This is an optimization exercise on Yosys and OpenROAD, whose aim is small area, a short achievable clock period and few clock cycles, not a production implementation.
No run shown here included a check of the RTL's function; only the layout flow was run.

## flow/design.v (module list and top-level ports; edited modules follow where they fit)
// module RFC_CORDIC_exp: 293 lines
// module RFC_CORDIC_div: 133 lines
// module Dual_mode_neuron: 553 lines
// module mul27_cs4: 911 lines
module Dual_mode_neuron (
    input wire clk,
    input wire rstn,
    input wire mode,     
    input wire signed [26 : 0] i_in,    
    output wire signed [26 : 0] v,
    output reg signed [26:0] h_0,
    output reg done
);
  // ...
==> flow/run.sh <==
#!/bin/bash
# synth_recipe.tcl (not shown) runs the flow's synth.tcl, then flattens the netlist and writes it again
# the make line also repeats each setting of config.mk as NAME=value (left out here)
make -C /OpenROAD-flow-scripts/flow DESIGN_CONFIG=/design/flow/config.mk WORK_HOME=/design/flow/orfs CLKGATE_MAP_FILE= SYNTH_SCRIPT=/design/flow/synth_recipe.tcl finish
==> flow/config.mk <==
export PLATFORM = sky130hd
export DESIGN_NAME = Dual_mode_neuron
export DESIGN_NICKNAME = Dual_mode_neuron
export VERILOG_FILES = /design/flow/design.v
export SDC_FILE = /design/flow/constraint.sdc
export NUM_CORES = 8
export LEC_CHECK = 0
export CAP_MARGIN = 20
export CORE_MARGIN = 2
export CORE_UTILIZATION = 40
export PLACE_DENSITY = 0.75
export SETUP_SLACK_MARGIN = 3.5
export SLEW_MARGIN = 20
==> flow/constraint.sdc <==
create_clock -name core_clock -period 11.0 [get_ports {clk}]
set_input_delay 2.2000 -clock core_clock [delete_from_list [all_inputs] [get_ports {clk}]]
set_output_delay 2.2000 -clock core_clock [all_outputs]
set_load 0.01 [all_outputs]
==> flow_summary.ini, run 1 <==
[run_status]
outcome = finished clean

[sta]
relSlewSlack_pct = 14.9
fmax_mhz = 128

[logic_synthesis]
synthArstFlopShare_pct = 14.0
synthXorXnorAreaFrac_pct = 6.78
synth_area_leader_cell = edfxtp_1
synth_most_common_cell = nand2_1

[floorplan]
start_util_pct = 40.3
core_area_sq_um = 254000

[setup_path]
end_kind = flip-flop
critPathCapture = udiv.y[19]$_DFFE_PP_
reg2reg_to = udiv.y[19]$_DFFE_PP_
startpoint = udiv.y[0]$_DFFE_PP_
critPathKind = reg -> reg
cp.depth = 32
cp_slowest_cell = edfxtp_1

[layout]
stdcell_area_sq_um = 119000
seq_share_pct = 26.8
buf_share_pct = 6.00
seq_cells = 1208
n_antenna_cell = 41
most-common-layout-cells = 1,188 x nand2_1, 794 x o21ai_0, 768 x a21oi_1
syn_to_final_growth_pct = 16.0

[routing]
dr_wl_met3_um = 78000
drt-pass1-iter-count = 15
wire_per_inst_um = 34.2

[clock_tree]
clock_latency_ps = 900
clk_pin_slew_ps = 60
ctsResizeCount = 299
cts_buffer_depth = 3

[placement]
preCtsSetupSlack_ps = 1760
placement.io_buffers = 84

[global_route]
met1_usage_pct = 46.8

[job]
max_cap_violations = 0

[hold_path]
holdCritStartpoint = uexp.tg[1]$_SDFFCE_PN0N_
==> module RFC_CORDIC_exp, before the edit <==
module RFC_CORDIC_exp(
    input  wire        clk,
    input  wire        rst_n,
    input  wire        start,        
    input  wire        op_leak,      
    input  wire [1:0]  op_tag,
    input  wire signed [20:0] x_init,
    input  wire        abort,        
    output wire        ready,
    output wire        cond,         
    output wire        la,           
    output wire        idone,        
    output wire [1:0]  itag,
    output wire [22:0] ires,
    output wire        ishort        
    );
    reg               fb;
    reg signed [17:0] x, y, z;
    reg        [17:0] s;            
    reg        [4:0]  it;
    reg        [4:0]  idx;          
    reg               xs;
    reg        [3:0]  ei;
    reg               lk;
    reg        [1:0]  tg;
    wire [16:1] rank;
    assign rank[16] = (z >= $signed(18'sd26369)) | (z <= -$signed(18'sd26369));
    assign rank[15] = (z >= $signed(18'sd12487)) | (z <= -$signed(18'sd12487));
    assign rank[14] = (z >= $signed(18'sd6168)) | (z <= -$signed(18'sd6168));
    assign rank[13] = (z >= $signed(18'sd3075)) | (z <= -$signed(18'sd3075));
    assign rank[12] = (z >= $signed(18'sd1537)) | (z <= -$signed(18'sd1537));
    assign rank[11] = (z >= $signed(18'sd768)) | (z <= -$signed(18'sd768));
    assign rank[10] = (z >= $signed(18'sd384)) | (z <= -$signed(18'sd384));
    assign rank[9] = (z >= $signed(18'sd192)) | (z <= -$signed(18'sd192));
    assign rank[8] = (z >= $signed(18'sd96)) | (z <= -$signed(18'sd96));
    assign rank[7] = (z >= $signed(18'sd48)) | (z <= -$signed(18'sd48));
    assign rank[6] = (z >= $signed(18'sd24)) | (z <= -$signed(18'sd24));
    assign rank[5] = (z >= $signed(18'sd12)) | (z <= -$signed(18'sd12));
    assign rank[4] = (z >= $signed(18'sd6)) | (z <= -$signed(18'sd6));
    assign rank[3] = (z >= $signed(18'sd3)) | (z <= -$signed(18'sd3));
    assign rank[2] = (z >= $signed(18'sd1)) | (z <= -$signed(18'sd1));
    assign rank[1] = 1'b1;
    wire [16:1] oh;    
    assign oh[1] = rank[16];
    assign oh[2] = rank[15] & ~rank[16];
    assign oh[3] = rank[14] & ~rank[15];
    assign oh[4] = rank[13] & ~rank[14];
    assign oh[5] = rank[12] & ~rank[13];
    assign oh[6] = rank[11] & ~rank[12];
    assign oh[7] = rank[10] & ~rank[11];
    assign oh[8] = rank[9] & ~rank[10];
    assign oh[9] = rank[8] & ~rank[9];
    assign oh[10] = rank[7] & ~rank[8];
    assign oh[11] = rank[6] & ~rank[7];
    assign oh[12] = rank[5] & ~rank[6];
    assign oh[13] = rank[4] & ~rank[5];
    assign oh[14] = rank[3] & ~rank[4];
    assign oh[15] = rank[2] & ~rank[3];
    assign oh[16] = rank[1] & ~rank[2];
    wire flag = z[17];
    assign cond = fb & ((z == 18'sd0) | (z == 18'sd1) | (it == 5'd31));
    wire signed [17:0] xs1 = x >>> 1;
    wire signed [17:0] xs2 = x >>> 2;
    wire signed [17:0] xs3 = x >>> 3;
    wire signed [17:0] xs4 = x >>> 4;
    wire signed [17:0] xs5 = x >>> 5;
    wire signed [17:0] xs6 = x >>> 6;
    wire signed [17:0] xs7 = x >>> 7;
    wire signed [17:0] xs8 = x >>> 8;
    wire signed [17:0] xs9 = x >>> 9;
    wire signed [17:0] xs10 = x >>> 10;
    wire signed [17:0] xs11 = x >>> 11;
    wire signed [17:0] xs12 = x >>> 12;
    wire signed [17:0] xs13 = x >>> 13;
    wire signed [17:0] xs14 = x >>> 14;
    wire signed [17:0] xs15 = x >>> 15;
    wire signed [17:0] xs16 = x >>> 16;
    wire signed [17:0] ys1 = y >>> 1;
    wire signed [17:0] ys2 = y >>> 2;
    wire signed [17:0] ys3 = y >>> 3;
    wire signed [17:0] ys4 = y >>> 4;
    wire signed [17:0] ys5 = y >>> 5;
    wire signed [17:0] ys6 = y >>> 6;
    wire signed [17:0] ys7 = y >>> 7;
    wire signed [17:0] ys8 = y >>> 8;
    wire signed [17:0] ys9 = y >>> 9;
    wire signed [17:0] ys10 = y >>> 10;
    wire signed [17:0] ys11 = y >>> 11;
    wire signed [17:0] ys12 = y >>> 12;
    wire signed [17:0] ys13 = y >>> 13;
    wire signed [17:0] ys14 = y >>> 14;
    wire signed [17:0] ys15 = y >>> 15;
    wire signed [17:0] ys16 = y >>> 16;
    wire signed [17:0] xsh = ({18{oh[1]}} & xs1) | ({18{oh[2]}} & xs2) | ({18{oh[3]}} & xs3) | ({18{oh[4]}} & xs4) | ({18{oh[5]}} & xs5) | ({18{oh[6]}} & xs6) | ({18{oh[7]}} & xs7) | ({18{oh[8]}} & xs8) | ({18{oh[9]}} & xs9) | ({18{oh[10]}} & xs10) | ({18{oh[11]}} & xs11) | ({18{oh[12]}} & xs12) | ({18{oh[13]}} & xs13) | ({18{oh[14]}} & xs14) | ({18{oh[15]}} & xs15) | ({18{oh[16]}} & xs16);
    wire signed [17:0] ysh = ({18{oh[1]}} & ys1) | ({18{oh[2]}} & ys2) | ({18{oh[3]}} & ys3) | ({18{oh[4]}} & ys4) | ({18{oh[5]}} & ys5) | ({18{oh[6]}} & ys6) | ({18{oh[7]}} & ys7) | ({18{oh[8]}} & ys8) | ({18{oh[9]}} & ys9) | ({18{oh[10]}} & ys10) | ({18{oh[11]}} & ys11) | ({18{oh[12]}} & ys12) | ({18{oh[13]}} & ys13) | ({18{oh[14]}} & ys14) | ({18{oh[15]}} & ys15) | ({18{oh[16]}} & ys16);
    wire signed [17:0] angle = ({18{oh[1]}} & 18'd35999) | ({18{oh[2]}} & 18'd16738) | ({18{oh[3]}} & 18'd8235) | ({18{oh[4]}} & 18'd4101) | ({18{oh[5]}} & 18'd2048) | ({18{oh[6]}} & 18'd1024) | ({18{oh[7]}} & 18'd512) | ({18{oh[8]}} & 18'd256) | ({18{oh[9]}} & 18'd128) | ({18{oh[10]}} & 18'd64) | ({18{oh[11]}} & 18'd32) | ({18{oh[12]}} & 18'd16) | ({18{oh[13]}} & 18'd8) | ({18{oh[14]}} & 18'd4) | ({18{oh[15]}} & 18'd2) | ({18{oh[16]}} & 18'd1);
    wire [20:0] su0 = {~ss[20], ss[19:0]};
    wire [18:0] su2 = {~ss[20], ss[19:2]};
    wire [18:0] sw2 = sgates[19] ? su2 : 19'd0;
    wire [17:0] su3 = {~ss[20], ss[19:3]};
    wire [17:0] sw3 = sgates[18] ? su3 : 18'd0;
    wire [16:0] su4 = {~ss[20], ss[19:4]};
    wire [16:0] sw4 = sgates[17] ? su4 : 17'd0;
    wire [15:0] su5 = {~ss[20], ss[19:5]};
    wire [15:0] sw5 = sgates[16] ? su5 : 16'd0;
    wire [14:0] su6 = {~ss[20], ss[19:6]};
    wire [14:0] sw6 = sgates[15] ? su6 : 15'd0;
    wire [13:0] su7 = {~ss[20], ss[19:7]};
    wire [13:0] sw7 = sgates[14] ? su7 : 14'd0;
    wire [12:0] su8 = {~ss[20], ss[19:8]};
    wire [12:0] sw8 = sgates[13] ? su8 : 13'd0;
    wire [11:0] su9 = {~ss[20], ss[19:9]};
    wire [11:0] sw9 = sgates[12] ? su9 : sgates[11] ? ~su9 : 12'd0;
    wire [10:0] su10 = {~ss[20], ss[19:10]};
    wire [10:0] sw10 = sgates[10] ? su10 : 11'd0;
    wire [9:0] su11 = {~ss[20], ss[19:11]};
    wire [9:0] sw11 = sgates[9] ? su11 : sgates[8] ? ~su11 : 10'd0;
    wire [8:0] su12 = {~ss[20], ss[19:12]};
    wire [8:0] sw12 = sgates[7] ? su12 : sgates[6] ? ~su12 : 9'd0;
    wire [7:0] su13 = {~ss[20], ss[19:13]};
    wire [7:0] sw13 = sgates[5] ? su13 : 8'd0;
    wire [6:0] su14 = {~ss[20], ss[19:14]};
    wire [6:0] sw14 = sgates[4] ? su14 : sgates[3] ? ~su14 : 7'd0;
    wire [5:0] su15 = {~ss[20], ss[19:15]};
    wire [5:0] sw15 = sgates[2] ? su15 : 6'd0;
    wire [4:0] su16 = {~ss[20], ss[19:16]};
    wire [4:0] sw16 = sgates[1] ? su16 : sgates[0] ? ~su16 : 5'd0;
    wire [21:0] eo_e_t1 = {~eo[22], eo[21:1]};
    wire [19:0] eo_e_t3 = {~eo[22], eo[21:3]};
    wire [18:0] eo_e_t4 = {~eo[22], eo[21:4]};
    wire [17:0] eo_e_t5 = {~eo[22], eo[21:5]};
    wire [11:0] eo_e_t11_u = {~eo[22], eo[21:11]};
    wire [11:0] eo_e_t11 = ~eo_e_t11_u;
    wire [6:0] eo_e_t16 = {~eo[22], eo[21:16]};
    wire [4:0] eo_e_t18 = {~eo[22], eo[21:18]};
    wire [2:0] eo_e_t20 = {~eo[22], eo[21:20]};
    wire [20:0] eo_ie_t2 = {~eo[22], eo[21:2]};
    wire [19:0] eo_ie_t3 = {~eo[22], eo[21:3]};
    wire [15:0] eo_ie_t7_u = {~eo[22], eo[21:7]};
    wire [15:0] eo_ie_t7 = ~eo_ie_t7_u;
    wire [11:0] eo_ie_t11 = {~eo[22], eo[21:11]};
    wire [9:0] eo_ie_t13 = {~eo[22], eo[21:13]};
    wire [6:0] eo_ie_t16 = {~eo[22], eo[21:16]};
    wire [4:0] eo_ie_t18 = {~eo[22], eo[21:18]};
    wire [2:0] eo_ie_t20 = {~eo[22], eo[21:20]};
    wire [1:0] eo_ie_t21 = {~eo[22], eo[21:21]};
    wire [22:0] a0  = isc ? {2'b00, su0} : isg ? {2'b00, eo_ie_t2} : {eo[21:0], 1'b0};
    wire [22:0] a1  = isc ? {4'd0, sw2} : isg ? {7'd0, eo_ie_t7} : {1'b0, eo_e_t1};
    wire [22:0] a2  = isc ? {5'd0, sw3} : {3'd0, eo_e_t3};
    wire [22:0] a3  = isc ? {6'd0, sw4} : isg ? {11'd0, eo_ie_t11} : {4'd0, eo_e_t4};
    wire [22:0] a4  = isc ? {7'd0, sw5} : isg ? {13'd0, eo_ie_t13} : {5'd0, eo_e_t5};
    wire [22:0] a5  = isc ? {8'd0, sw6} : isg ? {21'd0, eo_ie_t21} : {11'd0, eo_e_t11};
    wire [22:0] a6  = isc ? {9'd0, sw7} : {16'd0, eo_e_t16};
    wire [22:0] a7  = isc ? {10'd0, sw8} : {18'd0, eo_e_t18};
    wire [22:0] a8  = isc ? {11'd0, sw9} : {20'd0, eo_e_t20};
    wire [22:0] a16 = isc ? {2'b00, ssc} : isg ? 23'd6780331 : 23'd5371821;
    wire [22:0] uni = a0 + a1 + a2 + a3 + a4 + a5 + a6 + a7 + a8 + sw10 + sw11 + sw12 + sw13 + sw14 + sw15 + sw16 + a16;
    wire signed [17:0] x_n = flag ? x - ysh : x + ysh;
    wire signed [17:0] y_n = flag ? y - xsh : y + xsh;
    wire        [17:0] s_n = flag ? s - xsh - ysh : s + xsh + ysh;
    wire signed [17:0] z_n = flag ? z + angle : z - angle;
    wire        [4:0]  idx_n = idx + {oh[4], oh[3], oh[2], 1'b0, oh[1]};
    wire        [4:0]  it_n = it + 5'd1;
    wire z_last = (z == -18'sd35999) | (z == -18'sd35998) | (z == -18'sd16738) | (z == -18'sd16737) | (z == -18'sd8235) | (z == -18'sd8234) | (z == -18'sd4101) | (z == -18'sd4100) | (z == -18'sd2048) | (z == -18'sd2047) | (z == -18'sd1024) | (z == -18'sd1023) | (z == -18'sd512) | (z == -18'sd511) | (z == -18'sd256) | (z == -18'sd255) | (z == -18'sd128) | (z == -18'sd127) | (z == -18'sd64) | (z == -18'sd63) | (z == -18'sd32) | (z == -18'sd31) | (z == -18'sd16) | (z == -18'sd15) | (z == -18'sd8) | (z == -18'sd7) | (z == -18'sd4) | (z == -18'sd3) | (z == -18'sd2) | (z == -18'sd1) | (z == 18'sd2) | (z == 18'sd4) | (z == 18'sd5) | (z == 18'sd8) | (z == 18'sd9) | (z == 18'sd16) | (z == 18'sd17) | (z == 18'sd32) | (z == 18'sd33) | (z == 18'sd64) | (z == 18'sd65) | (z == 18'sd128) | (z == 18'sd129) | (z == 18'sd256) | (z == 18'sd257) | (z == 18'sd512) | (z == 18'sd513) | (z == 18'sd1024) | (z == 18'sd1025) | (z == 18'sd2048) | (z == 18'sd2049) | (z == 18'sd4101) | (z == 18'sd4102) | (z == 18'sd8235) | (z == 18'sd8236) | (z == 18'sd16738) | (z == 18'sd16739) | (z == 18'sd35999) | (z == 18'sd36000);    
    assign la = fb & ~cond & (z_last | (it == 5'd30));
    reg               ib;
    reg               isc;          
    reg        [17:0] ssr;          
    reg        [19:0] sgates;       
    reg        [20:0] ssc;          
    wire signed [20:0] ss = {3'b000, ssr};
    reg signed [22:0] eo;
    reg        [3:0]  eic;
    reg               isg;
    reg        [1:0]  itg;
    reg               ish;
    wire ilast = ib & ~isc & (eic == 4'd0);
    wire ifree = ~ib | ilast;
    reg  hand;                      
    wire lah   = la & ifree;        
    wire fin   = cond & (hand | ifree);
    assign ready = ~fb | fin | lah;    
    assign idone = ilast;
    assign itag  = itg;
    assign ires  = eo;
    assign ishort = ish;
    wire        [17:0] s_h  = cond ? s : s_n;
    wire        [4:0]  idx_h = cond ? idx : idx_n;
    wire        [4:0]  it_h = cond ? it : it_n;
    wire hgp2 = (idx_h == 5'd10);
    wire hgp3 = (idx_h == 5'd1) | (idx_h == 5'd5) | (idx_h == 5'd9) | (idx_h == 5'd13) | (idx_h == 5'd17) | (idx_h == 5'd21) | (idx_h == 5'd25);
    wire hgp4 = (idx_h == 5'd5) | (idx_h == 5'd10) | (idx_h == 5'd13) | (idx_h == 5'd21);
    wire hgp5 = (idx_h == 5'd1) | (idx_h == 5'd4) | (idx_h == 5'd9) | (idx_h == 5'd10) | (idx_h == 5'd12) | (idx_h == 5'd17) | (idx_h == 5'd20) | (idx_h == 5'd25);
    wire hgp6 = (idx_h == 5'd13);
    wire hgp7 = (idx_h == 5'd8) | (idx_h == 5'd9) | (idx_h == 5'd12) | (idx_h == 5'd21) | (idx_h == 5'd24) | (idx_h == 5'd25);
    wire hgp8 = (idx_h == 5'd5) | (idx_h == 5'd20);
    wire hgp9 = (idx_h == 5'd12) | (idx_h == 5'd16) | (idx_h == 5'd24) | (idx_h == 5'd25);
    wire hgn9 = (idx_h == 5'd1) | (idx_h == 5'd13);
    wire hgp10 = (idx_h == 5'd4) | (idx_h == 5'd5);
    wire hgp11 = (idx_h == 5'd4) | (idx_h == 5'd13) | (idx_h == 5'd17);
    wire hgn11 = (idx_h == 5'd20) | (idx_h == 5'd21);
    wire hgp12 = (idx_h == 5'd1) | (idx_h == 5'd13) | (idx_h == 5'd17);
    wire hgn12 = (idx_h == 5'd9);
    wire hgp13 = (idx_h == 5'd1) | (idx_h == 5'd5) | (idx_h == 5'd10) | (idx_h == 5'd20) | (idx_h == 5'd24);
    wire hgp14 = (idx_h == 5'd4) | (idx_h == 5'd8) | (idx_h == 5'd21) | (idx_h == 5'd25);
    wire hgn14 = (idx_h == 5'd12) | (idx_h == 5'd17);
    wire hgp15 = (idx_h == 5'd1) | (idx_h == 5'd5) | (idx_h == 5'd8);
    wire hgp16 = (idx_h == 5'd4) | (idx_h == 5'd5) | (idx_h == 5'd20) | (idx_h == 5'd25);
    wire hgn16 = (idx_h == 5'd24);
    reg [20:0] hsc;
    always @(*) begin
        case (idx_h)
            5'd1: hsc = 21'd882273;
            5'd4: hsc = 21'd1014192;
            5'd5: hsc = 21'd846672;
            5'd8: hsc = 21'd1040288;
            5'd9: hsc = 21'd876289;
            5'd10: hsc = 21'd688000;
            5'd12: hsc = 21'd1005505;
            5'd13: hsc = 21'd832769;
            5'd16: hsc = 21'd1046528;
            5'd17: hsc = 21'd883905;
            5'd20: hsc = 21'd1011057;
            5'd21: hsc = 21'd843201;
            5'd24: hsc = 21'd1038193;
            5'd25: hsc = 21'd874416;
            default: hsc = 21'd1048576;
        endcase
    end
    wire [19:0] hgates = {hgp2, hgp3, hgp4, hgp5, hgp6, hgp7, hgp8, hgp9, hgn9, hgp10, hgp11, hgn11, hgp12, hgn12, hgp13, hgp14, hgn14, hgp15, hgp16, hgn16};
    always @(posedge clk or negedge rst_n) begin
        if (!rst_n)         hand <= 1'b0;
        else if (start)     hand <= 1'b0;
        else if (lah & ~abort) hand <= 1'b1;
    end
    wire        [3:0]  ei_load = lk ? (ei - it_h[3:0]) : ei;
    always @(posedge clk or negedge rst_n) begin
        if (!rst_n)                 fb <= 1'b0;
        else if (start)             fb <= 1'b1;
        else if (abort)             fb <= 1'b0;
        else if (fin)               fb <= 1'b0;
    end
    always @(posedge clk) begin
        if (start) begin
            lk <= op_leak;
            tg <= op_tag;
            it <= 5'd0;
            idx <= 5'd0;
            xs <= x_init[20];
            ei <= x_init[20] ? ~x_init[19:16] : x_init[19:16];
            x <= 18'sd65536;
            y <= 18'sd0;
            s <= 18'd65536;
            z <= {{2{x_init[20]}}, x_init[15:0]};
        end
        else if (fb & ~cond) begin
            x <= x_n;
            y <= y_n;
            s <= s_n;
            z <= z_n;
            it <= it_n;
            idx <= idx_n;
        end
    end
    wire iload = (lah | (cond & ~hand & ifree)) & ~abort;
    always @(posedge clk or negedge rst_n) begin
        if (!rst_n)                 ib <= 1'b0;
        else if (abort)             ib <= 1'b0;
        else if (iload)             ib <= 1'b1;
        else if (ilast)             ib <= 1'b0;
    end
    always @(posedge clk) begin
        if (iload) begin
            isc <= 1'b1;
            ssr <= s_h;
            sgates <= hgates;
            ssc <= hsc;
            eic <= ei_load;
            isg <= xs;
            itg <= tg;
            ish <= (it_h == 5'd0 && ei <= 4'd1) || (it_h == 5'd1 && ei == 4'd0);
        end
        else if (ib & isc) begin
            eo  <= {2'b00, uni[20:0]};
            isc <= 1'b0;
            sgates <= 20'd0;
        end
        else if (ib & ~ilast) begin
            eo <= uni;                   
            eic <= eic - 4'd1;
        end
    end
endmodule
==> module Dual_mode_neuron, before the edit <==
module Dual_mode_neuron (
    input wire clk,
    input wire rstn,
    input wire mode,     
    input wire signed [26 : 0] i_in,    
    output wire signed [26 : 0] v,
    output reg signed [26:0] h_0,
    output reg done
);
function [26:0] ext;     
    input [22:0] c;
    ext = {{2{c[22]}}, c[21:0], {3{c[22]}}};
endfunction
reg  signed [26:0] Vm, m_0, n_0;      
reg  signed [26:0] ACC;              
reg         [20:0] TAH;              
reg                aflag;            
reg                pflag;            
reg                vflag;            
reg                bflag;            
reg  signed [26:0] ma, mb;
reg         [2:0]  mtag;             
reg         [44:0] pr0, pr1, pr2, pr3;
reg                psg;
reg         [2:0]  tag1;
reg  signed [26:0] MO_X, MO_M, MO_N, MO_H;
reg                mvM, mvN, mvH;
wire [44:0] pr0_n, pr1_n, pr2_n, pr3_n;
mul27_cs4 mul (.a(ma), .b(mb), .r0(pr0_n), .e1r(pr1_n), .e2r(pr2_n), .e3r(pr3_n));
wire [44:0] psum = pr0 + pr1 + pr2 + pr3;
wire signed [26:0] mres = {psg, psum[44:19]};
always @(posedge clk) begin
    pr0 <= pr0_n;
    pr1 <= pr1_n;
    pr2 <= pr2_n;
    pr3 <= pr3_n;
    psg <= (ma != 27'sd0) & (mb != 27'sd0) & (ma[26] ^ mb[26]);
    if (tag1 == 3'd1) MO_X <= mres;
    if (tag1 == 3'd2) MO_M <= mres;
    if (tag1 == 3'd4) MO_N <= mres;
    if (tag1 == 3'd5) MO_H <= mres;
end
wire t1 = (tag1 == 3'd1), t2 = (tag1 == 3'd2), t4 = (tag1 == 3'd4), t5 = (tag1 == 3'd5);
wire signed [26:0] PX = t1 ? mres : MO_X;
wire signed [26:0] PM = t2 ? mres : MO_M;
wire signed [26:0] PN = t4 ? mres : MO_N;
wire signed [26:0] PH = t5 ? mres : MO_H;
always @(posedge clk or negedge rstn) begin
    if (!rstn) tag1 <= 3'd0;
    else       tag1 <= mtag;
end
reg  signed [26:0] aa, ab;
reg                asub;
wire signed [26:0] asum = aa + (asub ? ~ab : ab) + {26'd0, asub};
reg  signed [26:0] ba, bb;
reg                bsub;
wire signed [26:0] bsum = ba + (bsub ? ~bb : bb) + {26'd0, bsub};
reg  signed [26:0] AO_X, AO_M, AO_N, AO_H;
reg  [20:0] SX1, SX2, SX3, SX4;
reg  [3:0]  sxv;                 
reg  [1:0]  xp;                  
reg  [20:0] SD1x, SD1y, SD2x, SD2y, SD3y;
reg         sd1xv, sd1yv, sd2xv, sd2yv, sd3yv;
reg  [1:0]  dp;                  
reg  [22:0] R1, R2, R3, R4, RD1, RD2, RD3;
reg  [3:0]  rxv;                 
reg  [2:0]  rdv;                 
reg         e4s;                 
wire        x_ready, x_cond, x_la, x_idone, x_ishort;
wire [1:0]  x_itag;
wire [22:0] x_ires;
wire        d_ready, d_fdone;
wire [1:0]  d_ftag;
wire [22:0] d_fres;
reg         ad_start;            
reg  [20:0] ad_x;
reg         ad_leak;
reg         ad_abort;
wire [1:0]  xtag = (xp == 2'd0) ? 2'd0 : (xp == 2'd1) ? 2'd3 : (xp == 2'd2) ? 2'd2 : 2'd1;
wire [20:0] xslot = (xtag == 2'd0) ? SX1 : (xtag == 2'd1) ? SX2 : (xtag == 2'd2) ? SX3 : SX4;
wire        hx_start = mode & sxv[xtag] & ~rxv[xtag] & x_ready;
wire [1:0]  dtag = dp;
wire        dslot_ok = (dtag == 2'd0) ? (sd1xv & sd1yv) : (dtag == 2'd1) ? (sd2xv & sd2yv) : sd3yv;
wire [20:0] dx = (dtag == 2'd0) ? SD1x : (dtag == 2'd1) ? SD2x : 21'd16384;
wire [20:0] dy = (dtag == 2'd0) ? SD1y : (dtag == 2'd1) ? SD2y : SD3y;
wire        hd_start = mode & dslot_ok & ~rdv[dtag] & d_ready;
wire        xgo;                 
RFC_CORDIC_exp uexp (
    .clk(clk), .rst_n(rstn),
    .start(hx_start | (ad_start & xgo)), .op_leak(mode ? 1'b0 : ad_leak),
    .op_tag(mode ? xtag : 2'd0),
    .x_init(mode ? xslot : ad_x), .abort(ad_abort & xgo),
    .ready(x_ready), .cond(x_cond), .la(x_la),
    .idone(x_idone), .itag(x_itag), .ires(x_ires), .ishort(x_ishort)
);
RFC_CORDIC_div udiv (
    .clk(clk), .rst_n(rstn),
    .start(hd_start), .op_tag(dtag),
    .x_init(dx), .y_init(dy),
    .ready(d_ready), .fdone(d_fdone), .ftag(d_ftag), .fres(d_fres)
);
always @(posedge clk or negedge rstn) begin
    if (!rstn) begin
        xp <= 2'd0;
        dp <= 2'd0;
    end
    else begin
        if (hx_start) xp <= xp + 2'd1;
        if (hd_start) dp <= (dp == 2'd2) ? 2'd0 : dp + 2'd1;
    end
end
always @(posedge clk) begin
    if (x_idone) begin
        case (x_itag)
            2'd0: R1 <= x_ires;
            2'd1: R2 <= x_ires;
            2'd2: R3 <= e4s ? R4 : x_ires;       
            default: begin R4 <= x_ires; e4s <= x_ishort; end
        endcase
    end
    if (d_fdone) begin
        case (d_ftag)
            2'd0: RD1 <= d_fres;
            2'd1: RD2 <= d_fres;
            default: RD3 <= d_fres;
        endcase
    end
end
wire        r1_now = x_idone & (x_itag == 2'd0);
wire        r1_ok  = rxv[0] | r1_now;
wire [22:0] r1_val = r1_now ? x_ires : R1;
wire signed [26:0] e1r  = ext(r1_val);
wire signed [26:0] e2r  = ext(R2);
wire signed [26:0] e3r  = ext(R3);
wire signed [26:0] e4r  = ext(R4);
wire signed [26:0] d1r = ext(RD1);
wire signed [26:0] d2r = ext(RD2);
wire signed [26:0] d3r = ext(RD3);
wire [23:0] t2b = {e2r[26], e2r[22:0]};
wire [20:0] t3b = {e3r[26], e3r[19:0]};
wire [23:0] t2c = {e4r[26], e4r[22:0]};
wire signed [26:0] beta_n = { {6{t3b[20]}} , t3b} >>> 3;
wire signed [26:0] beta_m = { {3{t2c[23]}} , t2c} <<< 2;
wire signed [26:0] ah_ext = { {6{TAH[20]}} , TAH};
wire [20:0] sl_n   = ~{PX[26], PX[22:3]};                        
wire [20:0] ou_x1  = sl_n + 21'd1 - 21'd196608;                     
wire [20:0] ou_x23 = sl_n + 21'd1;                                  
wire signed [26:0] mneg = -PX;
wire [20:0] ou_x4  = {mneg[26], mneg[22:3]};                        
localparam [4:0]
    XT0 = 5'd0,  XT1 = 5'd1,  XT2 = 5'd2,  XT3 = 5'd3,                 
    XT4 = 5'd4,  XT5 = 5'd5,  XT6 = 5'd6,  XT7 = 5'd7,                 
    XP0 = 5'd18,                                                       
    H0 = 5'd20, H1 = 5'd21, H2 = 5'd22, H3 = 5'd23, H4 = 5'd24, H5 = 5'd25, H6 = 5'd26, H7 = 5'd27,
    AX = 5'd28, S1 = 5'd30, S2 = 5'd31;
localparam [3:0]
    YA0 = 4'd0,  YA1 = 4'd1,                                           
    YM0 = 4'd2,  YM1 = 4'd3,  YM2 = 4'd4,  YM3 = 4'd5,  YM4 = 4'd6,  YM5 = 4'd7,  YM6 = 4'd8,
    YP0 = 4'd9;                                                        
localparam [3:0]
    YN0 = 4'd0,  YN1 = 4'd1,  YN2 = 4'd2,  YN3 = 4'd3,  YN4 = 4'd4,
    YK0 = 4'd5,  YK1 = 4'd6,  YK2 = 4'd7,  YK3 = 4'd8,  YK4 = 4'd9;
localparam [2:0]
    Z0  = 3'd0, Z1  = 3'd1, Z2  = 3'd2,                                
    ZA0 = 3'd3, ZA1 = 3'd4;                                            
localparam [3:0]
    HH0 = 4'd0, HH1 = 4'd1, HH2 = 4'd2, HH3 = 4'd3, HH4 = 4'd4, HH5 = 4'd5,   
    HV1 = 4'd6, HV3 = 4'd7, HV5 = 4'd8,                                 
    HQ0 = 4'd9;                                                        
reg [4:0] pcX;
reg [3:0] pcM;
reg [3:0] pcN;
reg [2:0] pcZ;
reg [3:0] pcH;
reg       vr;            
reg       xtb;           
reg       xfirst;        
reg       nfirst;        
reg       tah_v;         
reg       mvX;
reg               okX, umX, uaX;  reg signed [26:0] maX, mbX, aaX, abX; reg asX;
reg               okM, umM, uaM;  reg signed [26:0] maM, mbM, aaM, abM; reg asM;
reg               okN, umN, uaN;  reg signed [26:0] maN, mbN, aaN, abN; reg asN;
reg               okZ, umZ, uaZ;  reg signed [26:0] maZ, mbZ, aaZ, abZ; reg asZ;
reg               okH, umH, uaH;  reg signed [26:0] maH, mbH, aaH, abH; reg asH;
reg       sp_c1, sp_c2, sp_e0;
wire signed [26:0] tb_p   = (pcX == AX) ? 27'sd0 : e1r;
wire signed [26:0] tb_q   = (pcX == AX) ? Vm : AO_X;
wire signed [26:0] tb_n   = tb_p + tb_q + $signed(27'd26214400);
wire signed [26:0] a0_vr  = $signed(-27'b0_0111010_0000000000000000000) + $signed(27'd26214400);
wire        [20:0] x_vr   = {a0_vr[26], a0_vr[23:4]} - $signed(21'd452706);
wire               vneg   = AO_X[26];
wire        [20:0] x_newc = {tb_n[26], tb_n[23:4]} - $signed(21'd452706);
wire               espc   = tb_n >= $signed('d10485760);
wire               vnegc  = bsum[26];
wire        [3:0]  ei_newc = x_newc[20] ? ~x_newc[19:16] : x_newc[19:16];
always @(*) begin
    okX = 1'b1; umX = 1'b0; uaX = 1'b0;
    maX = 27'sd0; mbX = 27'sd0; aaX = 27'sd0; abX = 27'sd0; asX = 1'b0;
    ad_start = 1'b0; ad_x = x_newc; ad_leak = 1'b0; ad_abort = 1'b0;
    case (pcX)
    XP0: begin uaX = mode; aaX = Vm; end
    XT0: begin okX = ~(|sxv) & ~sd1xv & ~sd2xv & (vr | xfirst);
               umX = 1'b1; maX = $signed(27'd52429); mbX = Vm;
               uaX = 1'b1; aaX = Vm; abX = $signed(27'd31457280); end
    XT1: begin okX = mvX | t1; umX = 1'b1; maX = AO_X; mbX = $signed(27'd29127); end
    XT2: begin okX = mvX | t1; umX = 1'b1; maX = AO_X; mbX = $signed(27'd6554); end
    XT3: begin okX = mvX | t1; umX = 1'b1; maX = AO_X; mbX = $signed(27'd26215);
               uaX = 1'b1; aaX = Vm; abX = $signed(27'd26214400); end
    XT4: begin okX = mvX | t1; umX = 1'b1; maX = AO_X; mbX = $signed(27'd5243);
               uaX = 1'b1; aaX = Vm; abX = $signed(27'd18350080); end
    XT5: begin okX = mvX | t1; umX = 1'b1; maX = AO_X; mbX = $signed(27'd52429);
               uaX = 1'b1; aaX = $signed(-27'd25910313); abX = Vm; asX = 1'b1; end
    XT6: begin okX = mvX | t1; umX = 1'b1; maX = $signed(27'd157286); mbX = AO_X >>> 7; end
    XT7: begin okX = (mvX | t1) & ~bflag; uaX = 1'b1; aaX = Vm; abX = { {6{PX[26]}}, PX[26], PX[19:0]}; end
    H0: begin umX = 1'b1; maX = $signed(27'd524113); mbX = m_0; end
    H1: begin umX = 1'b1; maX = $signed(27'd349); mbX = Vm; end
    H2: begin umX = 1'b1; maX = $signed(27'd524025); mbX = Vm; uaX = 1'b1; aaX = MO_X; abX = $signed(27'd24466); end
    H3: begin umX = 1'b1; maX = $signed(-27'd53); mbX = m_0; uaX = 1'b1; aaX = MO_X; abX = AO_X; end
    H4: begin uaX = 1'b1; aaX = MO_X; abX = i_in; end
    H5: begin uaX = 1'b1; aaX = MO_X >>> 1; abX = AO_X; end
    H6: begin okX = r1_ok; uaX = 1'b1; aaX = e1r; abX = AO_X;
              ad_start = 1'b1; ad_x = vnegc ? x_newc : x_vr; end
    H7: begin umX = 1'b1; maX = $signed(27'd524113); mbX = m_0; end     
    AX: begin ad_start = 1'b1; ad_x = x_newc; end
    S1: ;
    S2: begin ad_abort = ~(sp_c1 & sp_e0);
              ad_start = ~(sp_c1 & sp_e0); ad_x = x_vr;
              ad_leak = sp_c1 | sp_c2; end
    default: ;
    endcase
end
always @(*) begin
    okM = 1'b1; umM = 1'b0; uaM = 1'b0;
    maM = 27'sd0; mbM = 27'sd0; aaM = 27'sd0; abM = 27'sd0; asM = 1'b0;
    case (pcM)
    YP0: begin umM = 1'b1; maM = m_0; mbM = m_0; end
    YM0: begin okM = rdv[1] & rxv[3]; uaM = 1'b1; aaM = d2r; abM = beta_m; end
    YM1: begin okM = ~pflag; umM = 1'b1; maM = AO_M; mbM = m_0; end
    YM2: begin okM = mvM | t2; uaM = 1'b1; aaM = d2r; abM = PM; asM = 1'b1; end
    YM3: begin uaM = 1'b1; aaM = AO_M >>> 7; abM = m_0; end
    YM4: begin umM = 1'b1; maM = AO_M; mbM = AO_M; end
    YM5: begin okM = mvM; umM = 1'b1; maM = MO_M; mbM = m_0; end
    YM6: begin okM = mvM | t2; end
    default: ;
    endcase
end
always @(*) begin
    okN = 1'b1; umN = 1'b0; uaN = 1'b0;
    maN = 27'sd0; mbN = 27'sd0; aaN = 27'sd0; abN = 27'sd0; asN = 1'b0;
    case (pcN)
    YN0: begin okN = rdv[0] & rxv[2]; uaN = 1'b1; aaN = d1r; abN = beta_n; end
    YN1: begin umN = 1'b1; maN = AO_N; mbN = n_0; end
    YN2: begin okN = mvN | t4; uaN = 1'b1; aaN = d1r; abN = PN; asN = 1'b1; end
    YN3: begin uaN = 1'b1; aaN = AO_N >>> 7; abN = n_0; end
    YN4: begin umN = 1'b1; maN = nfirst ? n_0 : AO_N; mbN = nfirst ? n_0 : AO_N; end
    YK0: begin okN = vflag | nfirst; uaN = 1'b1; aaN = $signed(-27'd37822136); abN = Vm; asN = 1'b1; end
    YK1: begin okN = mvN; umN = 1'b1; maN = MO_N; mbN = MO_N; end
    YK2: begin okN = mvN; umN = 1'b1; maN = MO_N; mbN = $signed(27'd18874368); end
    YK3: begin okN = mvN; umN = 1'b1; maN = MO_N; mbN = AO_N >>> 7; end
    YK4: begin okN = (mvN | t4) & bflag & ~aflag;
               uaN = 1'b1; aaN = ACC; abN = { {4{PN[26]}}, PN[26], PN[21:0]}; end
    default: ;
    endcase
end
always @(*) begin
    okZ = 1'b1; umZ = 1'b0; uaZ = 1'b0;
    maZ = 27'sd0; mbZ = 27'sd0; aaZ = 27'sd0; abZ = 27'sd0; asZ = 1'b0;
    case (pcZ)
    Z0: begin okZ = r1_ok & ~sd2yv & ~sd1yv & ~sd3yv;
              umZ = 1'b1; maZ = e1r; mbZ = $signed(27'd70955);
              uaZ = 1'b1; aaZ = $signed(27'd524288); abZ = e1r; end
    Z1: begin umZ = 1'b1; maZ = ext(R1); mbZ = $signed(27'd317997);
              uaZ = 1'b1; aaZ = $signed(27'd524288); abZ = mres; asZ = 1'b1; end
    Z2: begin uaZ = 1'b1; aaZ = $signed(27'd524288); abZ = mres; asZ = 1'b1; end
    ZA0: begin okZ = rxv[1] & ~tah_v; umZ = 1'b1; maZ = { {3{t2b[23]}} , t2b}; mbZ = $signed(27'd36700); end
    ZA1: ;
    default: ;
    endcase
end
always @(*) begin
    okH = 1'b1; umH = 1'b0; uaH = 1'b0;
    maH = 27'sd0; mbH = 27'sd0; aaH = 27'sd0; abH = 27'sd0; asH = 1'b0;
    case (pcH)
    HQ0: begin okH = pflag; umH = 1'b1; maH = MO_M; mbH = h_0; end
    HH0: begin okH = rdv[2] & tah_v; uaH = 1'b1; aaH = ah_ext; abH = d3r; end
    HH1: begin umH = 1'b1; maH = AO_H; mbH = h_0; end
    HH2: ;
    HH3: begin okH = mvH | t5; uaH = 1'b1; aaH = ah_ext; abH = PH; asH = 1'b1; end
    HH4: begin uaH = 1'b1; aaH = AO_H >>> 7; abH = h_0; end
    HH5: begin okH = pflag; umH = 1'b1; maH = MO_M; mbH = AO_H; end
    HV1: begin okH = mvH; umH = 1'b1; maH = MO_H; mbH = $signed(27'd62914560);
               uaH = 1'b1; aaH = $signed(27'd28898755); abH = Vm; asH = 1'b1; end
    HV3: begin okH = mvH & aflag; umH = 1'b1; maH = MO_H; mbH = AO_H >>> 7;
               uaH = 1'b1; aaH = ACC; abH = i_in; end
    HV5: begin okH = (mvH | t5) & ~vr & ~xtb & ~vflag; uaH = 1'b1; aaH = AO_H; abH = PH; end
    default: ;
    endcase
end
wire hh = mode;
wire rZ = hh & okZ, rH = hh & okH, rX = okX, rM = hh & okM, rN = hh & okN;
wire sMZ = rZ & umZ;
wire sMH = rH & umH & ~sMZ;
wire sMX = rX & umX & ~sMZ & ~(rH & umH);
wire sMM = rM & umM & ~sMZ & ~(rH & umH) & ~(rX & umX);
wire sMN = rN & umN & ~sMZ & ~(rH & umH) & ~(rX & umX) & ~(rM & umM);
wire sAZ = rZ & uaZ;
wire sAM = rM & uaM & ~sAZ;
wire sAN = rN & uaN & ~sAZ & ~(rM & uaM);
wire sAH = rH & uaH;
wire sAX = rX & uaX & ~(rH & uaH);
wire gZ = rZ & (~umZ | sMZ) & (~uaZ | sAZ);
wire gH = rH & (~umH | sMH) & (~uaH | sAH);
wire gX = rX & (~umX | sMX) & (~uaX | sAX);
wire gM = rM & (~umM | sMM) & (~uaM | sAM);
wire gN = rN & (~umN | sMN) & (~uaN | sAN);
assign xgo = gX;
always @(*) begin
    ma = sMZ ? maZ : sMH ? maH : sMX ? maX : sMM ? maM : maN;
    mb = sMZ ? mbZ : sMH ? mbH : sMX ? mbX : sMM ? mbM : mbN;
    mtag = (sMZ & gZ) ? 3'd3 : (sMH & gH) ? 3'd5 : (sMX & gX) ? 3'd1 : (sMM & gM) ? 3'd2 : (sMN & gN) ? 3'd4 : 3'd0;
    aa = sAZ ? aaZ : sAM ? aaM : aaN;
    ab = sAZ ? abZ : sAM ? abM : abN;
    asub = sAZ ? asZ : sAM ? asM : asN;
    ba = sAH ? aaH : aaX;
    bb = sAH ? abH : abX;
    bsub = sAH ? asH : asX;
end
always @(posedge clk or negedge rstn) begin
    if (!rstn) begin
        mvX <= 1'b0; mvM <= 1'b0; mvN <= 1'b0; mvH <= 1'b0;
    end
    else begin
        if (gH & umH) mvH <= 1'b0; else if (tag1 == 3'd5) mvH <= 1'b1;
        if (gX & umX) mvX <= 1'b0; else if (tag1 == 3'd1) mvX <= 1'b1;
        if (gM & umM) mvM <= 1'b0; else if (tag1 == 3'd2) mvM <= 1'b1;
        if (gN & umN) mvN <= 1'b0; else if (tag1 == 3'd4) mvN <= 1'b1;
    end
end
always @(posedge clk) begin
    if (gX & uaX) AO_X <= bsum;
    if (gM & uaM) AO_M <= asum;
    if (gN & uaN) AO_N <= asum;
    if (gH & uaH) AO_H <= bsum;
end
function [4:0] succX;
    input [4:0] p;
    begin
        case (p)
            5'd0: succX = 5'd1;
            5'd1: succX = 5'd2;
            5'd2: succX = 5'd3;
            5'd3: succX = 5'd4;
            5'd4: succX = 5'd5;
            5'd5: succX = 5'd6;
            5'd6: succX = 5'd7;
            5'd7: succX = 5'd8;
            5'd8: succX = 5'd9;
            5'd9: succX = 5'd10;
            5'd10: succX = 5'd11;
            5'd11: succX = 5'd12;
            5'd12: succX = 5'd13;
            5'd13: succX = 5'd14;
            5'd14: succX = 5'd15;
            5'd15: succX = 5'd16;
            5'd16: succX = 5'd17;
            5'd17: succX = 5'd18;
            5'd18: succX = 5'd19;
            5'd19: succX = 5'd20;
            5'd20: succX = 5'd21;
            5'd21: succX = 5'd22;
            5'd22: succX = 5'd23;
            5'd23: succX = 5'd24;
            5'd24: succX = 5'd25;
            5'd25: succX = 5'd26;
            5'd26: succX = 5'd27;
            5'd27: succX = 5'd28;
            5'd28: succX = 5'd29;
            5'd29: succX = 5'd30;
            5'd30: succX = 5'd31;
            default: succX = 5'd0;
        endcase
    end
endfunction
function [3:0] succ4;
    input [3:0] p;
    begin
        case (p)
            4'd0: succ4 = 4'd1;
            4'd1: succ4 = 4'd2;
            4'd2: succ4 = 4'd3;
            4'd3: succ4 = 4'd4;
            4'd4: succ4 = 4'd5;
            4'd5: succ4 = 4'd6;
            4'd6: succ4 = 4'd7;
            4'd7: succ4 = 4'd8;
            4'd8: succ4 = 4'd9;
            4'd9: succ4 = 4'd10;
            4'd10: succ4 = 4'd11;
            4'd11: succ4 = 4'd12;
            4'd12: succ4 = 4'd13;
            4'd13: succ4 = 4'd14;
            4'd14: succ4 = 4'd15;
            default: succ4 = 4'd0;
        endcase
    end
endfunction
always @(posedge clk or negedge rstn) begin
    if (!rstn) begin
        pcX <= XP0;
        pcM <= YP0;
        pcN <= YN4;
        pcZ <= Z0;
        pcH <= HQ0;
        xfirst <= 1'b1;
        nfirst <= 1'b1;
    end
    else begin
        if (gX) begin
            case (pcX)
                XP0:  pcX <= mode ? XT0 : AX;
                XT7:  begin pcX <= XT0; xfirst <= 1'b0; end
                H6:   pcX <= (vnegc & espc) ? S1 : H7;
                H7:   pcX <= H1;
                AX:   pcX <= espc ? S1 : H0;
                S2:   pcX <= H0;
                default: pcX <= succX(pcX);
            endcase
        end
        if (gM) begin
            case (pcM)
                YP0:  pcM <= YM5;
                YM6:  pcM <= YM0;
                default: pcM <= succ4(pcM);
            endcase
        end
        if (gN) begin
            case (pcN)
                YK4:  begin pcN <= YN0; nfirst <= 1'b0; end
                default: pcN <= succ4(pcN);
            endcase
        end
        if (gZ) pcZ <= (pcZ == Z0) ? Z1 : (pcZ == Z1) ? Z2 : (pcZ == Z2) ? ZA0 : (pcZ == ZA0) ? ZA1 : Z0;
        if (gH) begin
            case (pcH)
                HQ0:  pcH <= HV1;
                HH1:  pcH <= HH3;
                HH5:  pcH <= HV1;
                HV1:  pcH <= HV3;
                HV3:  pcH <= HV5;
                HV5:  pcH <= HH0;
                default: pcH <= succ4(pcH);
            endcase
        end
    end
end
always @(posedge clk) begin
    if (gX) case (pcX)
        XT1: SX1 <= ou_x1;
        XT2: SX4 <= ou_x4;
        XT3: SX3 <= ou_x23;
        XT4: SX2 <= ou_x23;
        XT5: SD1x <= { {6{PX[26]}}, PX[19:5]};
        XT6: SD2x <= { {3{PX[26]}}, PX[22:5]};
        XT7: ACC <= bsum;
        default: ;
    endcase
    if (gZ && pcZ == ZA1) TAH <= {mres[26], mres[19:0]};
    if (gN && pcN == YK4) ACC <= asum;
    if (gZ) case (pcZ)
        Z0:  SD3y <= {asum[26], asum[24:5]};
        Z1:  SD1y <= {asum[26], asum[24:5]};     
        Z2:  SD2y <= {asum[26], asum[24:5]};     
        default: ;
    endcase
end
wire [3:0] sx_set = (gX && pcX == XT1) ? 4'b0001 : (gX && pcX == XT2) ? 4'b1000 :
                    (gX && pcX == XT3) ? 4'b0100 : (gX && pcX == XT4) ? 4'b0010 : 4'b0000;
wire [3:0] rx_clr = {(gM && pcM == YM0), (gN && pcN == YN0), (gZ && pcZ == ZA0), (gZ && pcZ == Z1) | (gX && pcX == H6)};
wire [2:0] rd_clr = {(gH && pcH == HH0), (gM && pcM == YM2), (gN && pcN == YN2)};
always @(posedge clk or negedge rstn) begin
    if (!rstn) begin
        sxv <= 4'd0;
        sd1xv <= 1'b0; sd1yv <= 1'b0; sd2xv <= 1'b0; sd2yv <= 1'b0; sd3yv <= 1'b0;
        rxv <= 4'd0; rdv <= 3'd0;
        aflag <= 1'b0; pflag <= 1'b0; vflag <= 1'b0; bflag <= 1'b0; tah_v <= 1'b0;
        vr <= 1'b0; xtb <= 1'b0;
    end
    else begin
        sxv <= (sxv & ~(hx_start ? (4'd1 << xtag) : 4'd0)) | sx_set;
        if (hd_start && dtag == 2'd0) begin sd1xv <= 1'b0; sd1yv <= 1'b0; end
        else begin
            if (gX && pcX == XT5) sd1xv <= 1'b1;
            if (gZ && pcZ == Z1)  sd1yv <= 1'b1;
        end
        if (hd_start && dtag == 2'd1) begin sd2xv <= 1'b0; sd2yv <= 1'b0; end
        else begin
            if (gX && pcX == XT6) sd2xv <= 1'b1;
            if (gZ && pcZ == Z2)  sd2yv <= 1'b1;
        end
        if (hd_start && dtag == 2'd2) sd3yv <= 1'b0;
        else if (gZ && pcZ == Z0)     sd3yv <= 1'b1;
        rxv <= (rxv | (x_idone ? (4'd1 << x_itag) : 4'd0)) & ~rx_clr;
        rdv <= (rdv | (d_fdone ? (3'd1 << d_ftag) : 3'd0)) & ~rd_clr;
        if (gN && pcN == YK4) aflag <= 1'b1;
        else if (gH && pcH == HV3) aflag <= 1'b0;
        if (gM && pcM == YM6) pflag <= 1'b1;
        else if (gH && (pcH == HH5 || pcH == HQ0)) pflag <= 1'b0;
        if (gH && pcH == HV5) vflag <= 1'b1;
        else if (gN && pcN == YK0 && !nfirst) vflag <= 1'b0;
        if (gX && pcX == XT7) bflag <= 1'b1;
        else if (gN && pcN == YK4) bflag <= 1'b0;
        if (gZ && pcZ == ZA1) tah_v <= 1'b1;
        else if (gH && pcH == HH3) tah_v <= 1'b0;
        if (gH && pcH == HV5) vr <= 1'b1;
        else if (gX && pcX == XT0) vr <= 1'b0;
        if (gX && pcX == XT0 && mode) xtb <= 1'b1;
        else if (gX && pcX == XT7) xtb <= 1'b0;
    end
end
reg x6;                  
always @(posedge clk) begin
    x6 <= gX & (pcX == H6);
    if (pcX == H6 || pcX == AX) sp_e0 <= (ei_newc == 4'd0);
    if (pcX == S1) begin sp_c1 <= x_cond; sp_c2 <= x_la; end    
end
always @(posedge clk or negedge rstn) begin
    if (!rstn) begin
        Vm    <= 0;
        m_0  <= 27'b0_0000000_0000110110001010111;
        n_0  <= 27'b0_0000000_0101000101010100110;
        h_0  <= 27'b0_0000000_1001100010011010000;
        done <= 1'b0;
    end
    else begin
        done <= 1'b0;
        if (gX) case (pcX)
            XP0: if (!mode) m_0 <= 0;
            H4:  m_0 <= AO_X;
            H6:  done <= 1'b1;                   
            H7:  Vm <= vneg ? AO_X : $signed(-27'b0_0111010_0000000000000000000);
            S1:  begin done <= 1'b1; if (x6) Vm <= AO_X; end    
            S2:  Vm <= $signed(-27'b0_0111010_0000000000000000000);
            default: ;
        endcase
        if (gH && pcH == HH5) begin h_0 <= AO_H; done <= 1'b1; end
        if (gH && pcH == HV5) Vm <= bsum;
        if (gM && pcM == YM4) m_0 <= AO_M;
        if (gN && pcN == YN4 && !nfirst) n_0 <= AO_N;
    end
end
assign v = Vm;
endmodule
==> inputs of run 2 (changes only) <==
--- a/flow/design.v
+++ b/flow/design.v
@@ -136,12 +136,8 @@
     wire [2:0] eo_e_t20 = {~eo[22], eo[21:20]};
     wire [20:0] eo_ie_t2 = {~eo[22], eo[21:2]};
-    wire [19:0] eo_ie_t3 = {~eo[22], eo[21:3]};
     wire [15:0] eo_ie_t7_u = {~eo[22], eo[21:7]};
     wire [15:0] eo_ie_t7 = ~eo_ie_t7_u;
     wire [11:0] eo_ie_t11 = {~eo[22], eo[21:11]};
     wire [9:0] eo_ie_t13 = {~eo[22], eo[21:13]};
-    wire [6:0] eo_ie_t16 = {~eo[22], eo[21:16]};
-    wire [4:0] eo_ie_t18 = {~eo[22], eo[21:18]};
-    wire [2:0] eo_ie_t20 = {~eo[22], eo[21:20]};
     wire [1:0] eo_ie_t21 = {~eo[22], eo[21:21]};
     wire [22:0] a0  = isc ? {2'b00, su0} : isg ? {2'b00, eo_ie_t2} : {eo[21:0], 1'b0};
@@ -449,5 +445,5 @@
 reg         [44:0] pr0, pr1, pr2, pr3;
 reg                psg;
-reg         [2:0]  tag1;
+reg                t1, t2, t4, t5;   
 reg  signed [26:0] MO_X, MO_M, MO_N, MO_H;
 reg                mvM, mvN, mvH;
@@ -462,10 +458,9 @@
     pr3 <= pr3_n;
     psg <= (ma != 27'sd0) & (mb != 27'sd0) & (ma[26] ^ mb[26]);
-    if (tag1 == 3'd1) MO_X <= mres;
-    if (tag1 == 3'd2) MO_M <= mres;
-    if (tag1 == 3'd4) MO_N <= mres;
-    if (tag1 == 3'd5) MO_H <= mres;
+    if (t1) MO_X <= mres;
+    if (t2) MO_M <= mres;
+    if (t4) MO_N <= mres;
+    if (t5) MO_H <= mres;
 end
-wire t1 = (tag1 == 3'd1), t2 = (tag1 == 3'd2), t4 = (tag1 == 3'd4), t5 = (tag1 == 3'd5);
 wire signed [26:0] PX = t1 ? mres : MO_X;
 wire signed [26:0] PM = t2 ? mres : MO_M;
@@ -473,6 +468,10 @@
 wire signed [26:0] PH = t5 ? mres : MO_H;
 always @(posedge clk or negedge rstn) begin
-    if (!rstn) tag1 <= 3'd0;
-    else       tag1 <= mtag;
+    if (!rstn) begin
+        t1 <= 1'b0; t2 <= 1'b0; t4 <= 1'b0; t5 <= 1'b0;
+    end
+    else begin
+        t1 <= (mtag == 3'd1); t2 <= (mtag == 3'd2); t4 <= (mtag == 3'd4); t5 <= (mtag == 3'd5);
+    end
 end
 reg  signed [26:0] aa, ab;
@@ -488,4 +487,5 @@
 reg  [20:0] SD1x, SD1y, SD2x, SD2y, SD3y;
 reg         sd1xv, sd1yv, sd2xv, sd2yv, sd3yv;
+reg         zfree;               
 reg  [1:0]  dp;                  
 reg  [22:0] R1, R2, R3, R4, RD1, RD2, RD3;
@@ -581,5 +581,4 @@
     AX = 5'd28, S1 = 5'd30, S2 = 5'd31;
 localparam [3:0]
-    YA0 = 4'd0,  YA1 = 4'd1,                                           
     YM0 = 4'd2,  YM1 = 4'd3,  YM2 = 4'd4,  YM3 = 4'd5,  YM4 = 4'd6,  YM5 = 4'd7,  YM6 = 4'd8,
     YP0 = 4'd9;                                                        
@@ -694,5 +693,5 @@
     maZ = 27'sd0; mbZ = 27'sd0; aaZ = 27'sd0; abZ = 27'sd0; asZ = 1'b0;
     case (pcZ)
-    Z0: begin okZ = r1_ok & ~sd2yv & ~sd1yv & ~sd3yv;
+    Z0: begin okZ = r1_ok & zfree;
               umZ = 1'b1; maZ = e1r; mbZ = $signed(27'd70955);
               uaZ = 1'b1; aaZ = $signed(27'd524288); abZ = e1r; end
@@ -758,8 +757,8 @@
     end
     else begin
-        if (gH & umH) mvH <= 1'b0; else if (tag1 == 3'd5) mvH <= 1'b1;
-        if (gX & umX) mvX <= 1'b0; else if (tag1 == 3'd1) mvX <= 1'b1;
-        if (gM & umM) mvM <= 1'b0; else if (tag1 == 3'd2) mvM <= 1'b1;
-        if (gN & umN) mvN <= 1'b0; else if (tag1 == 3'd4) mvN <= 1'b1;
+        if (gH & umH) mvH <= 1'b0; else if (t5) mvH <= 1'b1;
+        if (gX & umX) mvX <= 1'b0; else if (t1) mvX <= 1'b1;
+        if (gM & umM) mvM <= 1'b0; else if (t2) mvM <= 1'b1;
+        if (gN & umN) mvN <= 1'b0; else if (t4) mvN <= 1'b1;
     end
 end
@@ -909,4 +908,5 @@
         sxv <= 4'd0;
         sd1xv <= 1'b0; sd1yv <= 1'b0; sd2xv <= 1'b0; sd2yv <= 1'b0; sd3yv <= 1'b0;
+        zfree <= 1'b1;
         rxv <= 4'd0; rdv <= 3'd0;
         aflag <= 1'b0; pflag <= 1'b0; vflag <= 1'b0; bflag <= 1'b0; tah_v <= 1'b0;
@@ -927,4 +927,6 @@
         if (hd_start && dtag == 2'd2) sd3yv <= 1'b0;
         else if (gZ && pcZ == Z0)     sd3yv <= 1'b1;
+        if (gZ && pcZ == Z0)               zfree <= 1'b0;
+        else if (hd_start && dtag == 2'd2) zfree <= 1'b1;
         rxv <= (rxv | (x_idone ? (4'd1 << x_itag) : 4'd0)) & ~rx_clr;
         rdv <= (rdv | (d_fdone ? (3'd1 << d_ftag) : 3'd0)) & ~rd_clr;
==> run 2 against run 1 <==
Against the previous run:
- global-route usage is 2.2 points higher
- worst hold slack is essentially flat
- critical path type unchanged
- clock skew fell by 12 ps
- still clean on timing, DRC and antenna
- critical path depth fell by 3
- core utilization up 0.93 points
- setup slack worse by 130 ps
- sequential share of layout area fell by 0.44 points
==> flow_summary.ini, run 2 <==
[hold_path]
min_path_cells = 0
hp-class = reg -> reg

[routing]
ant_nets = 0
num_vias = 103000
dr_wl_met3_um = 77300
drc = 0
routed_wl_um = 548000
viasPerCell = 6.75
wire_per_inst_um = 35.8
drt-met1-wl_um = 193000
wl_met2_um = 225000
drt-initial-drc-count = 17900
highest_layer = met5
drt-pass1-iter-count = 15

[setup_path]
critical_path_required_ps = 11600
end_kind = flip-flop
crit_arrival_ps = 8520
cpMostUsedCell = a21oi_1
r2r_slack_ps = 3080
startpoint = pr0[36]$_DFF_P_
rr_startpoint = pr0[36]$_DFF_P_
critPathKind = reg -> reg
cp_slowest_cell = a2111oi_0
reg2reg_to = uexp.ei[1]$_DFFE_PN_
worstSetupStartpointType = flip-flop
r2r_cells = 29
crit_fanout = 7
critical_path.max_stage_delay_ps = 1030
critPathCapture = uexp.ei[1]$_DFFE_PN_

[logic_synthesis]
synthTopCellsByArea = edfxtp_1 20%, fa_1 9.8%, dfxtp_1 7.3%
synthesis.area_sq_um = 102000
yosys.area_share.simple_pct = 14.0
synthXorXnorAreaFrac_pct = 6.85
netlist.area_leader.share_pct = 19.7
synth.avg_cell_area_sq_um = 8.84
ys_warn_count = 3
synthFlopType = edfxtp_1
netlist_top_cells_count = 1,072 x nand2_1, 911 x a21oi_1, 871 x nor2_1, 790 x o21ai_0, 668 x edfxtp_1
ys_types = 113
synthAdderAreaFrac_pct = 16.3
synth.area.mux_share_pct = 3.27
synth_top_family_by_area = compound AO/OA/AOI/OAI gates
syn-num-nets = 12500
synth_most_common_cell = nand2_1
synth-edff-count = 668
synth_area_leader_cell = edfxtp_1
synth_seq_cells = 1210
synthArstFlopShare_pct = 14.1
synth_compound_area_share_pct = 22.5
yosysSeqAreaShare_pct = 31.2
syn-instance-count = 11500

[sta]
period_share_pct = 72.0
fmax_mhz = 126
hold_slack_ps = 419
period_minus_slack_ps = 7920
relSlewSlack_pct = 8.18
rsz0062_at_grt = true
slew_violations = 0
hold_viol_final = 0
tightest_slew_ps = 1370
clock-skew-final_ps = 64.1
fin_setup_tns_ps = 0
finalSetupViolCount = 0

[clock_tree]
cts_sinks = 1210
h-tree-depth = 4
clk_pin_slew_ps = 90
tritoncts = done
cts_buffer_depth = 3
clock_latency_ps = 900
cts_root_buf = clkbuf_16
numCtsBuffers = 148

[placement]
gp_congestion = 1.16
placement.io_buffers = 84
dp_hpwl_um = 395000

[layout]
most-common-layout-cells = 1,045 x nand2_1, 835 x a21oi_1, 815 x nor2_1
top_regs = pr0 x45, pr1 x44, pr2 x42
syn_to_final_growth_pct = 18.5
finalNetCount = 12700
top_register = pr0
largest_reg_flops = 45
fin_util_pct = 47.6
drive_gt1_share_pct = 16.9
layout_commonest_cell = nand2_1

[global_route]
antenna_found_initial = 73
gr-total-overflow = 0
grt_pass1_vias = 95500
grt_max_degree = 73
track_usage_pct = 40.9
grt_pass1_wl_um = 751000

[job]
max_cap_violations = 0

[floorplan]
core_area_sq_um = 254000
start_util_pct = 40.2
rows = 185
ios = 85
die-area_sq_um = 259000
die_w_um = 509
die_h_um = 509

[run_status]
outcome = finished clean
==> run 2: changes by cell type after synthesis, sizes merged, moves of 41 or more <==
cell	before	now
nand2	1207	1073
a21oi	840	913
mux2	82	150
nor2	805	871
a211oi	163	122
nand3	452	411
==> run 2: stage by stage <==
stage          cell area (sq um)  std cells  worst slack, ps
5_1_grt                   121000      15200             3050
6_report                  121000      15300             3080
3_5_place_dp              108000      14600             1100
2_1_floorplan             102000      11500             3510
4_1_cts                   117000      15100             3480
3_3_place_gp              108000      14600             1040
==> run 2: worst min path at each step <==
stage                             startpoint               endpoint  slack, ps
finish              uexp.tg[0]$_SDFFCE_PN0N_  uexp.itg[0]$_DFFE_PP_        420
global route        uexp.tg[0]$_SDFFCE_PN0N_  uexp.itg[0]$_DFFE_PP_        440
CTS                 uexp.tg[0]$_SDFFCE_PN0N_  uexp.itg[0]$_DFFE_PP_        420
detailed placement  uexp.tg[0]$_SDFFCE_PN0N_  uexp.itg[0]$_DFFE_PP_        400
global placement    uexp.tg[0]$_SDFFCE_PN0N_  uexp.itg[0]$_DFFE_PP_        410
floorplan                 uexp.ish$_DFFE_PP_          e4s$_DFFE_PP_        400
==> run 2: final cells by class <==
cell class                 instances  area, sq um
timing repair inverter             1         5.00
tap                             3366         4210
multi-input combinational       8781        68700
clock inverter                    83         1140
antenna                           66          165
sequential                      1210        31800
clock buffer                     195         4100
fill                           23800       133000
inverter                         692         2680
timing repair buffer             899         7980
==> run 2: worst max-delay path: cells and delay by family, from the launching register on <==
family          cells  cell delay [ps]
compound gates     10             2810
xor+xnor            3              430
fa+ha+maj           4             1960
buf+inv             1              160
flops               1              340
mux                 1              410
simple gates       10             1500
==> run 2: repair_timing <==
item,in CTS,in global routing
buffers inserted,219,152
pin swaps,94,255
hold buffers,0,0
endpoints found under the setup margin,394,279
cloned,13,6
gates resized for setup,509,465
==> run 2: layer usage <==
layer / GRT usage (%) / up-vias
met4: 30.7 / 30
met3: 17.3 / 2305
met1: 48.7 / 50000
li1: - / 42400
met2: 58.5 / 8433
met5: 0.833 / -
==> run 2: kinds of logic (layout without fill, tap and decap cells) <==
kind of cell / count (synthesis) / after routing
adders and majority gates: 1044 / 1044
AOI/OAI and AO/OA: 3483 / 3484
other: 0 / 66
muxes: 313 / 314
xor gates and xnor gates: 796 / 799
buffers and inverters: 1547 / 1870
DFF: 1210 / 1210
and+or+nand+nor: 3137 / 3140

==> re-timing with driven ports <==
No port has a modelled driver above. Below, the same layouts with a new extraction and two added sets of constraints.
Step 1 sets driving cells, clkbuf_16 on the clock port and buf_2 on the other inputs (assumed; they add their load-dependent delay and slew).
Step 2 times the ports against the registers' clock, not the clock port: input delays grow and output delays shrink by t, the midpoint of the rising clock arrivals with the driver on.
Three values: ideal, step 1, step 2; two values: the first two.
run	t (ns)	setup WS [ns]	hold WS [ns]	worst setup path at the end	worst data-port slew with drivers (ns)
run 1	0.971	3.212 / 3.212 / 2.524	0.419 / 0.419 / 0.419	input to register	0.11
run 2	0.974	3.081 / 3.081 / 2.330	0.419 / 0.419 / 0.419	input to register	0.11
After both steps setup and hold are still met in every run listed. The setup slack of run 2, which loses most, moves by 0.000 ns with the drivers and by -0.751 ns with both steps.
